This design comes from an exercise in tuning for small area on the open sky130 flow, not from production work. RTL that was checked went through simulation tests only; none was proved equivalent to the original. Power figures rest on the tool's default switching activity, not on a simulated workload.

## lane 5
// sys_ref_core
module sys_ref_core
(
 input   wire        CLK,
 input   wire        RST,             
 input   wire  [7:0] UART_RX_DATA,
 input   wire        UART_RX_Valid,
 input   wire        FIFO_FULL,
 output  reg   [7:0] FIFO_WR_DATA,
 output  wire        FIFO_WR_INC,
 output  wire  [7:0] UART_Config,
 output  wire  [7:0] Div_Ratio,
 output  wire        CLKDIV_EN
);
localparam [3:0] S_IDLE = 4'd0,
                 S_WA   = 4'd1,
                 S_WD   = 4'd2,
                 S_RA   = 4'd3,
                 S_OA   = 4'd4,
                 S_OB   = 4'd5,
                 S_FN   = 4'd6,
                 S_RW   = 4'd7,
                 S_PRE  = 4'd8,
                 S_BUSY = 4'd9,
                 S_R1   = 4'd12,
                 S_R2   = 4'd13,
                 S_RD   = 4'd14;
reg [3:0] st;
reg [3:0] ar;         
reg [2:0] cnt;
reg [7:0] H, L;       
reg       C;          
reg [1:0] pc;         
reg [1:0] pp;         
reg [7:0] r0, r1, r2, r3;
reg [7:0] ring [0:11];
reg [1:0] p3, p4;
reg       rdy;        
wire v = UART_RX_Valid;
wire [7:0] d = UART_RX_DATA;
wire [7:0] A = r0;
wire [7:0] B = r1;
assign UART_Config = r2;
assign Div_Ratio   = r3;
assign CLKDIV_EN   = 1'b1;
wire wfix = v & (st == S_WD) & (ar[3:2] == 2'b00);
always @(posedge CLK or negedge RST)
  ...
Size: roughly 800 cells after synthesis, about 170 flip-flops.
==> flow/config.mk <==
export PLATFORM = sky130hd
export DESIGN_NAME = sys_ref_core
export DESIGN_NICKNAME = sys_ref_core
export VERILOG_FILES = /design/flow/design.v
export SDC_FILE = /design/flow/constraint.sdc
export NUM_CORES = 4
export LEC_CHECK = 0
export ABC_AREA = 1
export CAP_MARGIN = 20
export CORE_MARGIN = 2
export CORE_UTILIZATION = 40
export PLACE_DENSITY = 0.6
export SLEW_MARGIN = 20
==> flow/constraint.sdc <==
create_clock -name core_clock -period 30.0 [get_ports {CLK}]
set_input_delay 6.0000 -clock core_clock [delete_from_list [all_inputs] [get_ports {CLK}]]
set_output_delay 6.0000 -clock core_clock [all_outputs]
set_load 0.01 [all_outputs]
standard.sh (not shown) runs the stock make flow with config.mk's settings and CLKGATE_MAP_FILE= SYNTH_SCRIPT=/design/flow/synth_recipe.tcl, a recipe that flattens the netlist after the stock synthesis.
==> flow/flow/run.sh <==
#!/bin/bash
# The standard layout (standard.sh), with two changes:
#  - the port buffers are sky130_fd_sc_hd__buf_1 instead of the flow's
#    default choice (every input and output still gets its buffer);
#  - clock tree synthesis inserts no dummy loads and uses clkbuf_8 buffers.
# The full output of the flow goes to standard.log in this folder.
set -euo pipefail
export BUFFER_PORTS_ARGS="-buffer_cell sky130_fd_sc_hd__buf_1"
export CTS_ARGS="-sink_clustering_enable -repair_clock_nets -dont_use_dummy_load -buf_list sky130_fd_sc_hd__clkbuf_8 -root_buf sky130_fd_sc_hd__clkbuf_8"
bash standard.sh > standard.log 2>&1
[inputs] lane 2 vs lane 5
diff --git a/flow/design.v b/flow/design.v
--- a/flow/design.v
+++ b/flow/design.v
@@ -62,23 +62,22 @@
   end
 wire [1:0] w3  = (ar[3:2] == 2'd3) ? 2'd0 : ar[3:2];
 wire [2:0] s3x = w3 + p3;
 wire [1:0] s3  = (s3x >= 3'd3) ? s3x - 3'd3 : s3x[1:0];   
 wire [1:0] s4  = ar[1:0] + p4;                           
 wire       at_rd = (s3 == 2'd1) & (s4 == 2'd1);          
 wire       pend  = (pc != 2'd0);
 wire [1:0] dl  = (s3 == 2'd0) ? 2'd1 : (s3 == 2'd1) ? 2'd0 : 2'd2;
-wire [7:0] wdat = H & {8{rdy}};
 integer k;
 always @(posedge CLK)
   begin
     for (k = 0; k < 12; k = k + 1)
       if ((k % 3 == 0) && (!rdy || ((pc == 2'd1) && (pp == k / 3))))
-        ring[k] <= wdat;
+        ring[k] <= H;
       else
         ring[k] <= ring[(k + 11) % 12];
   end
 always @(posedge CLK or negedge RST)
   if (!RST) pc <= 2'd0;
   else if (v & (st == S_WD) & (ar[3:2] != 2'b00)) pc <= dl + 2'd1;
   else if (pend) pc <= pc - 2'd1;
 always @(posedge CLK)
@@ -128,31 +127,29 @@
 reg [7:0] fixrd;
 always @(*)
   case (idx)
     2'd0: fixrd = r0;
     2'd1: fixrd = r1;
     2'd2: fixrd = r2;
     default: fixrd = r3;
   endcase
+always @(posedge CLK or negedge RST)
+  if (!RST) H <= 8'h00;
+  else if (v & (st == S_WD)) H <= d;
+  else if ((st == S_PRE) & !pend) H <= (f_mul | f_div) ? 8'h00 : B;
+  else if (st == S_BUSY) H <= f_div ? (lt ? X[7:0] : S[7:0]) : S[8:1];
 always @(posedge CLK)
-  if (v & (st == S_WD)) begin
-    H <= d;
-  end else if (st == S_PRE) begin
-    if (!pend) begin
-      H <= (f_mul | f_div) ? 8'h00 : B;
-      L <= fixrd;
-      C <= f_sub;
-    end
+  if ((st == S_PRE) & !pend) begin
+    L <= fixrd;
+    C <= f_sub;
   end else if (st == S_BUSY) begin
     if (f_div) begin
-      H <= lt ? X[7:0] : S[7:0];
       L <= {L[6:0], ~lt};
     end else begin
-      H <= S[8:1];
       L <= {r, L[7:1]};
       C <= f_shl ? a : ((a & b) | (a & C) | (b & C));
     end
   end else if (st == S_RW) begin
     if (ar[3:2] == 2'b00) L <= fixrd;
     else L <= ring[1];
   end
 always @(posedge CLK or negedge RST)
--- outcome ---
Of lane 5 and lane 2, the run reporting the higher core area was lane 5. Lane 2 vs. lane 5: post-placement cell area went down by 1.2%. Between lane 5 and lane 2, the difference in critical path data required time is negligible. Diff lane 5..lane 2 | source-to-sink clock delay at the later pin of the worst-skew pair | negligible. NOTE overall power lane 5->lane 2 decreased by a little under 10%. Of lane 5 and lane 2, the run reporting the lower cell area power density was lane 2. Relative to lane 5, lane 2 improves worst-case hold slack. On achievable clock frequency, lane 2 tracks lane 5 almost exactly. nand2_1 as the most common cell after layout, fill and taps aside was reported by lane 2, and o21ai_0 by lane 5. [compare] base=lane 5 new=lane 2: combined area of the multi-input logic cells has decreased, wire length has increased. Lane 2 vs lane 5, overall die area went down by 1.3%. On final design instance area without fill, lane 2 does better than lane 5.
Function not checked in lane 2: the RTL went through the layout flow alone.

what the ideal ports hide:
Ports are ideal in the flow. The routed layouts listed here were re-timed in OpenROAD. Step 1 (the two cells are an assumption about what drives the block):
set clk [get_ports {CLK}]
set_driving_cell -lib_cell sky130_fd_sc_hd__clkbuf_16 $clk
set_driving_cell -lib_cell sky130_fd_sc_hd__buf_2 [delete_from_list [all_inputs] $clk]
Step 2 times the ports against the registers' clock, not the clock port: input delays grow and output delays shrink by t, the midpoint of the rising clock arrivals with the driver on. Three values: ideal ports, drivers, drivers and shift; two values: the first two.
| run | t (ns) | slack for setup (ns) | worst setup path at the end | worst register clock-pin slew, ns |
|---|---|---|---|---|
| lane 5 | 0.488 | 17.673 / 17.654 / 17.654 | input to output | 0.11 / 0.11 |
| lane 2 | 0.494 | 17.662 / 17.640 / 17.640 | input to output | 0.10 / 0.10 |
After both steps every run listed still meets setup and hold. The setup slack of lane 2, which loses most, moves by -0.022 ns with the drivers and by -0.022 ns with both steps.
